This design comes from an exercise in tuning for small area on the open sky130 flow, not from production work. Where RTL was checked, it was by simulation tests only, not by an equivalence proof against the original. Power and IR drop assume default switching activity.

north:
Design car_dashboard_top, start of the top module:
module car_dashboard_top (
    input  wire clk_50mhz,
    input  wire dip_sw8_reset,
    input  wire [5:0] dip_sw_gears,
    input  wire key_accel_n,
    input  wire key_brake_n,
    output wire [7:0] led_rpm,
    output wire [7:0] seg_single,
    output wire [7:0] ar_seg,
    output wire [7:0] ar_sel,
    output wire servo_ctrl,
    output wire piezo_out,
    output wire f_led1_r,
    output wire f_led1_g,
    output wire f_led1_b,
    output wire f_led2_r,
    output wire f_led2_g,
    output wire f_led2_b,
    output wire f_led3_r,
    output wire f_led3_g,
    output wire f_led3_b,
    output wire f_led4_r,
    output wire f_led4_g,
    output wire f_led4_b
);
Size in the first run: roughly 1100 cells after synthesis, about 68 flip-flops, about 56 I/O pins, ~7900 µm² of cells after synthesis.
export LEC_CHECK = 0
export ABC_AREA = 1
export CAP_MARGIN = 20
export CORE_MARGIN = 2
export CORE_UTILIZATION = 60
export CTS_BUF_LIST = sky130_fd_sc_hd__clkbuf_4 sky130_fd_sc_hd__clkbuf_8
export CTS_CLUSTER_SIZE = 20
export SLEW_MARGIN = 20
create_clock -name core_clock -period 120.0 [get_ports {clk_50mhz}]
standard.sh (not shown) runs the stock make flow with config.mk's settings and CLKGATE_MAP_FILE= SYNTH_SCRIPT=/design/flow/synth_recipe.tcl, a recipe that flattens the netlist after the stock synthesis.
==> flow/flow/run.sh <==
#!/bin/bash
# Layout flow: the standard flow (standard.sh) with two changes to its
# synthesis, both in the combinational mapping only (registers untouched):
#  - yosys extract_fa is skipped, so adders are mapped by ABC like the rest
#    of the logic instead of being forced onto fa/ha cells;
#  - the final ABC mapping uses flow/abc_area.script (AIG resynthesis with
#    &deepsyn for up to 2 minutes, then area-recovery mapping with &nf)
#    instead of ORFS's abc_area.script.
# Everything else (floorplan, placement, CTS, routing, finishing) is
# standard.sh unchanged. Each tool's output goes to a log file here.
set -euo pipefail
W=$(pwd)
ABC_SCRIPT="$W/flow/abc_area.script"

# synthesis script: synth_recipe.tcl with the two overrides inserted before
# it sources ORFS's synth.tcl
{
  head -n 1 synth_recipe.tcl
  cat <<EOS
proc extract_fa {args} { puts "flow: extract_fa skipped" }
proc abc {args} {
  set i [lsearch -exact \$args -script]
  if {\$i >= 0} { set args [lreplace \$args [expr {\$i + 1}] [expr {\$i + 1}] $ABC_SCRIPT] }
  set i [lsearch -exact \$args -D]
  if {\$i >= 0} { set args [lreplace \$args \$i [expr {\$i + 1}]] }
  puts "flow: abc \$args"
  yosys abc {*}\$args
}
EOS
  tail -n +2 synth_recipe.tcl
} > flow_synth.tcl

sed "s|SYNTH_SCRIPT=[^ ]*|SYNTH_SCRIPT=$W/flow_synth.tcl|" standard.sh > flow_standard.sh
grep -q "SYNTH_SCRIPT=$W/flow_synth.tcl" flow_standard.sh

bash flow_standard.sh > flow_make.log 2>&1
==> flow/flow/abc_area.script <==
strash
&get -n
&fraig -x
&deepsyn -T 120 -S 1
&dch -f
&nf -R 1000 -p
&put
Modified inputs, south compared to north
- an added CTS_CLUSTER_DIAMETER of 100
- a change of CTS_CLUSTER_SIZE from 20 to 35
- a change of CTS_BUF_LIST from sky130_fd_sc_hd__clkbuf_4 sky130_fd_sc_hd__clkbuf_8 to sky130_fd_sc_hd__clkbuf_8 sky130_fd_sc_hd__clkbuf_16
## What came out
Going from north to south, sequential share of layout area shows a reduction of 0.22 points, total power shows an increase of 8.1%.
Between south and north, the difference in worst setup slack is negligible.
Setup changes, south to east
- swapping 35 for 12 in CTS_CLUSTER_SIZE
- swapping sky130_fd_sc_hd__clkbuf_8 sky130_fd_sc_hd__clkbuf_16 for sky130_fd_sc_hd__clkbuf_2 sky130_fd_sc_hd__clkbuf_4 in CTS_BUF_LIST
- clearing CTS_CLUSTER_DIAMETER, which used to be 100
--- outcome ---
- Looking at design area, east sits below south.
- Going from south to east, worst path setup slack after routing went up; number of placement rows did not really move; maximum frequency has remained practically unchanged.
- Going from south to east, portion of total power attributed to combinational logic up 5.6 points; share of post-route cells with drive strength above 1 flat.
> inputs changed (east -> west)
- a change of CTS_BUF_LIST from sky130_fd_sc_hd__clkbuf_2 sky130_fd_sc_hd__clkbuf_4 to sky130_fd_sc_hd__clkbuf_4 sky130_fd_sc_hd__clkbuf_8
- a change of CTS_CLUSTER_SIZE from 12 to 20
-- flow/flow/run.sh --
<<< east, line 9
# Everything else (floorplan, placement, CTS, routing, finishing) is
# standard.sh unchanged. Each tool's output goes to a log file here.
>>> west, line 9
# The ports are buffered as in the standard flow, with the smallest buffer
# (buf_1) instead of the one ORFS picks. Everything else (floorplan,
# placement, CTS, routing, finishing) is standard.sh unchanged. Each tool's output goes to a log file here.
<<< east, line 33
sed "s|SYNTH_SCRIPT=[^ ]*|SYNTH_SCRIPT=$W/flow_synth.tcl|" standard.sh > flow_standard.sh
>>> west, line 34
sed "s|SYNTH_SCRIPT=[^ ]*|SYNTH_SCRIPT=$W/flow_synth.tcl BUFFER_PORTS_ARGS='-buffer_cell sky130_fd_sc_hd__buf_1' MIN_BUF_CELL_AND_PORTS='sky130_fd_sc_hd__buf_1 A X'|" standard.sh > flow_standard.sh
Results
In summary, west completed successfully, with a layout that passed the timing, DRC and antenna checks.
east: all stages complete, timing, DRC and antenna checks passed
Via-per-instance ratio of west is on par with east.
Row part of the total power dissipated in the clock network: west higher / east lower
| total length of routed met3 wires | west vs east | 92 µm higher |
east vs west, launch point of the worst path: dip_sw_gears[4] vs dip_sw_gears[5]
Relative to east, the sequential share of layout area of west is higher by 0.58 points.
Between east and west, the sum of routed wire segments on met1 does not differ in any meaningful way.
The relative slew slack of west exceeds that of east by 19 points.
Cmp east and west / multi-input gate share of total cell area / higher: west
Diff east -> west | routed length on met2 | decrease of 150 µm
No run of this note included a check of the RTL's function; only the layout flow was run.

========
Setup of P:
Another version of the RTL of car_dashboard_top (not shown whole).
For scale: ~1100 cells after synthesis, about 68 flip-flops, roughly 7600 sq um of cells after synthesis.
export LEC_CHECK = 0
export ABC_AREA = 1
export CAP_MARGIN = 20
export CORE_MARGIN = 2
export CORE_UTILIZATION = 60
export CTS_BUF_LIST = sky130_fd_sc_hd__clkbuf_8
export CTS_CLUSTER_DIAMETER = 200
export CTS_CLUSTER_SIZE = 30
export GPL_TIMING_DRIVEN = 0
export SLEW_MARGIN = 20
create_clock -name core_clock -period 120.0 [get_ports {clk_50mhz}]
==> flow/flow/run.sh <==
#!/bin/bash
# Layout flow: the standard flow (standard.sh) with two changes to its
# synthesis, both in the combinational mapping only (registers untouched):
#  - yosys extract_fa is skipped, so adders are mapped by ABC like the rest
#    of the logic instead of being forced onto fa/ha cells;
#  - the final ABC mapping uses flow/abc_area.script (AIG resynthesis with
#    &deepsyn for up to 2 minutes, then area-recovery mapping with &nf)
#    instead of ORFS's abc_area.script.
# The ports are buffered as in the standard flow, with the smallest buffer
# (buf_1) instead of the one ORFS picks. Everything else (floorplan,
# placement, CTS, routing, finishing) is standard.sh unchanged. Each tool's output goes to a log file here.
set -euo pipefail
W=$(pwd)
ABC_SCRIPT="$W/flow/abc_area.script"

# synthesis script: synth_recipe.tcl with the two overrides inserted before
# it sources ORFS's synth.tcl
{
  head -n 1 synth_recipe.tcl
  cat <<EOS
proc extract_fa {args} { puts "flow: extract_fa skipped" }
proc abc {args} {
  set i [lsearch -exact \$args -script]
  if {\$i >= 0} { set args [lreplace \$args [expr {\$i + 1}] [expr {\$i + 1}] $ABC_SCRIPT] }
  set i [lsearch -exact \$args -D]
  if {\$i >= 0} { set args [lreplace \$args \$i [expr {\$i + 1}]] }
  puts "flow: abc \$args"
  yosys abc {*}\$args
}
EOS
  tail -n +2 synth_recipe.tcl
} > flow_synth.tcl

sed "s|SYNTH_SCRIPT=[^ ]*|SYNTH_SCRIPT=$W/flow_synth.tcl BUFFER_PORTS_ARGS='-buffer_cell sky130_fd_sc_hd__buf_1' MIN_BUF_CELL_AND_PORTS='sky130_fd_sc_hd__buf_1 A X'|" standard.sh > flow_standard.sh
grep -q "SYNTH_SCRIPT=$W/flow_synth.tcl" flow_standard.sh

bash flow_standard.sh > flow_make.log 2>&1
Scripts as last shown in full above: flow/flow/abc_area.script
Here is what was changed in the inputs of Q compared with P.
--- a/flow/flow/run.sh
+++ b/flow/flow/run.sh
@@ -9,3 +9,2 @@
-# The ports are buffered as in the standard flow, with the smallest buffer
-# (buf_1) instead of the one ORFS picks. Everything else (floorplan,
-# placement, CTS, routing, finishing) is standard.sh unchanged. Each tool's output goes to a log file here.
+# Everything else (floorplan, placement, CTS, routing, finishing) is
+# standard.sh unchanged. Each tool's output goes to a log file here.
@@ -34 +33 @@
-sed "s|SYNTH_SCRIPT=[^ ]*|SYNTH_SCRIPT=$W/flow_synth.tcl BUFFER_PORTS_ARGS='-buffer_cell sky130_fd_sc_hd__buf_1' MIN_BUF_CELL_AND_PORTS='sky130_fd_sc_hd__buf_1 A X'|" standard.sh > flow_standard.sh
+sed "s|SYNTH_SCRIPT=[^ ]*|SYNTH_SCRIPT=$W/flow_synth.tcl|" standard.sh > flow_standard.sh
--- a/flow/config.mk
+++ b/flow/config.mk
@@ -12,4 +12,2 @@
-export CTS_BUF_LIST = sky130_fd_sc_hd__clkbuf_8
-export CTS_CLUSTER_DIAMETER = 200
-export CTS_CLUSTER_SIZE = 30
-export GPL_TIMING_DRIVEN = 0
+export CTS_BUF_LIST = sky130_fd_sc_hd__clkbuf_4 sky130_fd_sc_hd__clkbuf_8
+export CTS_CLUSTER_SIZE = 20
Findings:
Summary of Q over P: maximum achievable frequency went down, power share of the clock group went down. sky130_fd_sc_hd__clkdlybuf4s50_1 as the critical path's slowest cell was reported by Q, and sky130_fd_sc_hd__or3_1 by P. Summary: with P as the reference, width of the die in Q moved up slightly. Standard-cell row count delta for Q relative to P: 1 higher. Looking only at via count, and setting everything else aside, the higher value of P and Q goes to Q.

========
car_dashboard_top, a different RTL version from the one above (not shown whole).
For scale: about 1,700 cells after synthesis, roughly 68 flip-flops, roughly 56 I/O pins, about 11,000 sq um of cells after synthesis.
make LEC_CHECK=0 ABC_AREA=1 ABC_CLOCK_PERIOD_IN_PS=120000 CAP_MARGIN=20 CORE_MARGIN=2 CORE_UTILIZATION=60 SLEW_MARGIN=20 finish   # period 120.0 ns
run.sh (not shown) runs the stock make flow with config.mk's settings and CLKGATE_MAP_FILE= SYNTH_SCRIPT=/design/flow/synth_recipe.tcl, a recipe that flattens the netlist after the stock synthesis.
Stock flow here: none of the scripts above is used.
Rerun with:
==> flow/flow/run.sh (new file) <==
#!/bin/bash
# Layout flow: the standard flow (standard.sh) with two changes to its
# synthesis, both in the combinational mapping only (registers untouched):
#  - yosys extract_fa is skipped, so adders are mapped by ABC like the rest
#    of the logic instead of being forced onto fa/ha cells;
#  - the final ABC mapping uses flow/abc_area.script (area-recovery mapping
#    with &nf) instead of ORFS's abc_area.script.
# Everything else (floorplan, placement, CTS, routing, finishing) is
# standard.sh unchanged. Each tool's output goes to a log file here.
set -euo pipefail
W=$(pwd)
ABC_SCRIPT="$W/flow/abc_area.script"

# synthesis script: synth_recipe.tcl with the two overrides inserted before
# it sources ORFS's synth.tcl
{
  head -n 1 synth_recipe.tcl
  cat <<EOS
proc extract_fa {args} { puts "flow: extract_fa skipped" }
proc abc {args} {
  set i [lsearch -exact \$args -script]
  if {\$i >= 0} { set args [lreplace \$args [expr {\$i + 1}] [expr {\$i + 1}] $ABC_SCRIPT] }
  set i [lsearch -exact \$args -D]
  if {\$i >= 0} { set args [lreplace \$args \$i [expr {\$i + 1}]] }
  puts "flow: abc \$args"
  yosys abc {*}\$args
}
EOS
  tail -n +2 synth_recipe.tcl
} > flow_synth.tcl

sed "s|SYNTH_SCRIPT=[^ ]*|SYNTH_SCRIPT=$W/flow_synth.tcl|" standard.sh > flow_standard.sh
grep -q "SYNTH_SCRIPT=$W/flow_synth.tcl" flow_standard.sh

bash flow_standard.sh > flow_make.log 2>&1
==> flow/flow/abc_area.script (new file) <==
strash
&get -n
&fraig -x
&put
dc2
strash
&get -n
&dch -f
&nf -R 1000
&put
==> flow/standard.sh (new file) <==
#!/bin/bash
# synth_recipe.tcl (not shown) runs the flow's synth.tcl, then flattens the netlist and writes it again
# the make line also repeats each setting of config.mk as NAME=value (left out here)
make -C /OpenROAD-flow-scripts/flow DESIGN_CONFIG=/design/flow/config.mk WORK_HOME=/design/flow/orfs CLKGATE_MAP_FILE= SYNTH_SCRIPT=/design/flow/synth_recipe.tcl "${@:-finish}"
- ABC_CLOCK_PERIOD_IN_PS: 120000 -> unset
removed: flow/run.sh
Area after synthesis decreases by 16%.
Maximum frequency stays flat.
Wire length goes down by 6.7%.
Final area drops by 13%.
Global-route usage goes up by 3.6 points.
Clock skew goes up by 0.0051 ns.
Clock power came out higher by 16%.
Worst setup slack loses 0.11 ns.

==> what the ideal ports hide <==
Ports are ideal in the flow. The routed layouts listed here were re-timed in OpenROAD. Step 1 assumes that a clkbuf_16 drives the clock port and a buf_2 every other input. Step 2 also shifts input and output timing later by t, the mid clock arrival at the registers, as if the neighbouring blocks saw the same clock. Three values: ideal ports, drivers, drivers and shift; two values: the first two.
run	t, ns	setup slack, ns	pins driven straight from the clock port
north	0.378	69.425 / 69.401 / 69.401	1
south	0.367	69.427 / 69.404 / 69.404	1
east	0.441	69.431 / 69.402 / 69.402	1
west	0.390	70.102 / 70.079 / 70.079	1
P	0.397	70.679 / 70.659 / 70.659	1
Q	0.392	69.938 / 69.915 / 69.915	1
the first run of note 3	0.374	69.279 / 69.259 / 69.259	1
the second run of note 3	0.373	69.174 / 69.153 / 69.153	1
After both steps setup and hold are still met in every run listed. The setup slack of east, which loses most, moves by -0.029 ns with the drivers and by -0.029 ns with both steps.
